From an optimization exercise on the open Yosys and OpenROAD flow, aimed at small area, a short achievable clock period and few clock cycles per item; shortcuts taken in it are not production practice.
The RTL was checked by simulation tests, not by an equivalence proof against the original design.
Power figures rest on the tool's default switching activity, not on a simulated workload.

==> flow/design.v (excerpt) <==
module COMP_Control(
    input clock,
    input rst,
    input start_trigger,
    input reset_act,
    input reset_data,
    input signed [15:0] K0,
    input signed [15:0] K1,
    input signed [15:0] K2,
    input signed [17:0] setPoint,
    input signed [17:0] data,
    output reg busy,
    output wire signed [15:0] COMP_output
    );
==> flow/config.mk <==
export PLATFORM = sky130hd
export DESIGN_NAME = COMP_Control
export DESIGN_NICKNAME = COMP_Control
export VERILOG_FILES = /design/flow/design.v
export SDC_FILE = /design/flow/constraint.sdc
export NUM_CORES = 4
export LEC_CHECK = 0
export CAP_MARGIN = 20
export CORE_MARGIN = 2
export CORE_UTILIZATION = 40
export CTS_BUF_LIST = sky130_fd_sc_hd__clkbuf_8
export SLEW_MARGIN = 20
export SYNTH_HIERARCHICAL = 1
export SYNTH_MINIMUM_KEEP_SIZE = 0
==> flow/constraint.sdc <==
create_clock -name core_clock -period 12.0 [get_ports {clock}]
set_input_delay 2.4000 -clock core_clock [delete_from_list [all_inputs] [get_ports {clock}]]
set_output_delay 2.4000 -clock core_clock [all_outputs]
set_load 0.01 [all_outputs]
standard.sh (not shown) runs the stock make flow with config.mk's settings and CLKGATE_MAP_FILE= SYNTH_SCRIPT=/design/flow/synth_recipe.tcl, a recipe that flattens the netlist after the stock synthesis.
==> flow/flow/run.sh <==
#!/bin/bash
# The standard layout (standard.sh: the standard flow's synthesis, floorplan, placement,
# CTS, routing) at the design's clock period and constraints, with two
# changes to how hard the resizer works:
#  - repair_timing aims for a setup slack of SETUP_MARGIN ns instead of 0,
#    so the critical paths get sized and buffered although the 12 ns clock
#    would already be met;
#  - the port buffers are buf_2 cells rather than the resizer's pick.
set -euo pipefail
cd "$(dirname "$0")/.."
SETUP_MARGIN=$(cat flow/setup_margin.txt)
bash standard.sh "SETUP_SLACK_MARGIN=$SETUP_MARGIN" \
  "BUFFER_PORTS_ARGS=-buffer_cell sky130_fd_sc_hd__buf_2" finish > standard_make.log 2>&1
==> flow/flow/setup_margin.txt <==
6.6
The first run went through all stages and came out clean.
Testbench counts at the start, summed over its fixed seeds: cycles 72,000, items 24,000.
Next try:
==> flow/flow/setup_margin.txt (replaced) <==
6.0
ABC_AREA = 1   (was unset)
What happened: Power went up by about 26%; sequential share of layout area went up by 0.22 points; core utilization went down by 0.88 points; sequential power went up by 4.6%; worst setup slack got worse by 0.20 ns; final cell count went up by 8.7%.

========
## JK
Starting RTL as in the previous note.
## COMP_Control
module COMP_Control(
    input clock,
    input rst,
    input start_trigger,
    input reset_act,
    input reset_data,
    input signed [15:0] K0,
    input signed [15:0] K1,
    input signed [15:0] K2,
    input signed [17:0] setPoint,
    input signed [17:0] data,
    output reg busy,
    output wire signed [15:0] COMP_output
    );
    reg [18:0] e0, e1;
    reg [47:0] S, C;
    reg [15:0] Kr;
    reg sB, sC;    
    wire load = start_trigger & ~busy & ~reset_act & ~rst;
    wire clr_all = rst | (reset_act & reset_data);
    wire [18:0] diff = {setPoint[17], setPoint} - {data[17], data};
    wire [15:0] Km;
    KMUX umA (.busy(busy), .kr(Kr), .k2(K2), .y(Km));
    wire acc_en = load | busy;
    wire [15:0] KmB;    
    KMUX umB (.busy(busy), .kr(Kr), .k2(K2), .y(KmB));
    wire d0_one = e1[0] ^ 1'b0;
    wire d0_two = (e1[1] & ~e1[0] & ~1'b0) | (~e1[1] & e1[0] & 1'b0);
    wire d0_neg = (e1[1] & ~(e1[0] & 1'b0)) ^ sB;
  ...
==> flow/config.mk <==
export PLATFORM = sky130hd
export DESIGN_NAME = COMP_Control
export DESIGN_NICKNAME = COMP_Control
export VERILOG_FILES = /design/flow/design.v
export SDC_FILE = /design/flow/constraint.sdc
export NUM_CORES = 4
export LEC_CHECK = 0
export CAP_MARGIN = 20
export CORE_MARGIN = 2
export CORE_UTILIZATION = 40
export CTS_BUF_LIST = sky130_fd_sc_hd__clkbuf_8
export CTS_CLUSTER_DIAMETER = 80
export CTS_CLUSTER_SIZE = 40
export SLEW_MARGIN = 20
export SYNTH_HIERARCHICAL = 1
export SYNTH_MINIMUM_KEEP_SIZE = 0
==> flow/constraint.sdc <==
create_clock -name core_clock -period 12.0 [get_ports {clock}]
set_input_delay 2.4000 -clock core_clock [delete_from_list [all_inputs] [get_ports {clock}]]
set_output_delay 2.4000 -clock core_clock [all_outputs]
set_load 0.01 [all_outputs]
==> flow/flow/setup_margin.txt <==
6.0
Scripts as last shown in full above: flow/flow/run.sh
Testbench counts of JK, summed over its fixed seeds: cycles 72,000, items 24,000.
--- input diff JK..MS ---
- swapping 40 for 55 in CORE_UTILIZATION
- clearing CTS_CLUSTER_SIZE, which used to be 40
- clearing CTS_CLUSTER_DIAMETER, which used to be 80
--- outcome ---
- Compared with JK, MS degrades worst slew margin relative to its limit.
- Between JK and MS, the wire length on met1 is higher for JK.
- MS against JK; count of filler cells inserted in the layout is down by more than a quarter.
- Cmp JK and MS / post-placement setup slack / lower: JK
- Measured against each other, JK and MS differ in sequential share of layout area, the lower figure coming from JK.

==> what the ideal ports hide <==
Ports are ideal in the flow. The routed layouts listed here were re-timed in OpenROAD. Step 1, drivers: a clkbuf_16 drives clock and a buf_2 each remaining input, both assumed. Step 2 moves the port delays by t, midway between the first and last clock arrival at a register: inputs arrive t later, outputs are due t later. That takes back most of the time a late clock gives input paths. Slacks: no drivers / after step 1 / after step 2; pairs: no drivers / after step 1.
| run | shift t [ns] | setup WS [ns] | worst setup path at the end |
|---|---|---|---|
| the first run of note 1 | 0.540 | 6.604 / 6.631 / 6.091 | input to register |
| the second run of note 1 | 0.550 | 6.400 / 6.400 / 5.904 | input to register |
| JK | 0.546 | 6.497 / 6.452 / 5.999 | input to register |
| MS | 0.561 | 6.433 / 6.380 / 5.997 | input to register |
After both steps every run listed still meets setup and hold. For the first run of note 1, which loses most, drivers alone change the setup slack by +0.027 ns; drivers and shift together by -0.513 ns.
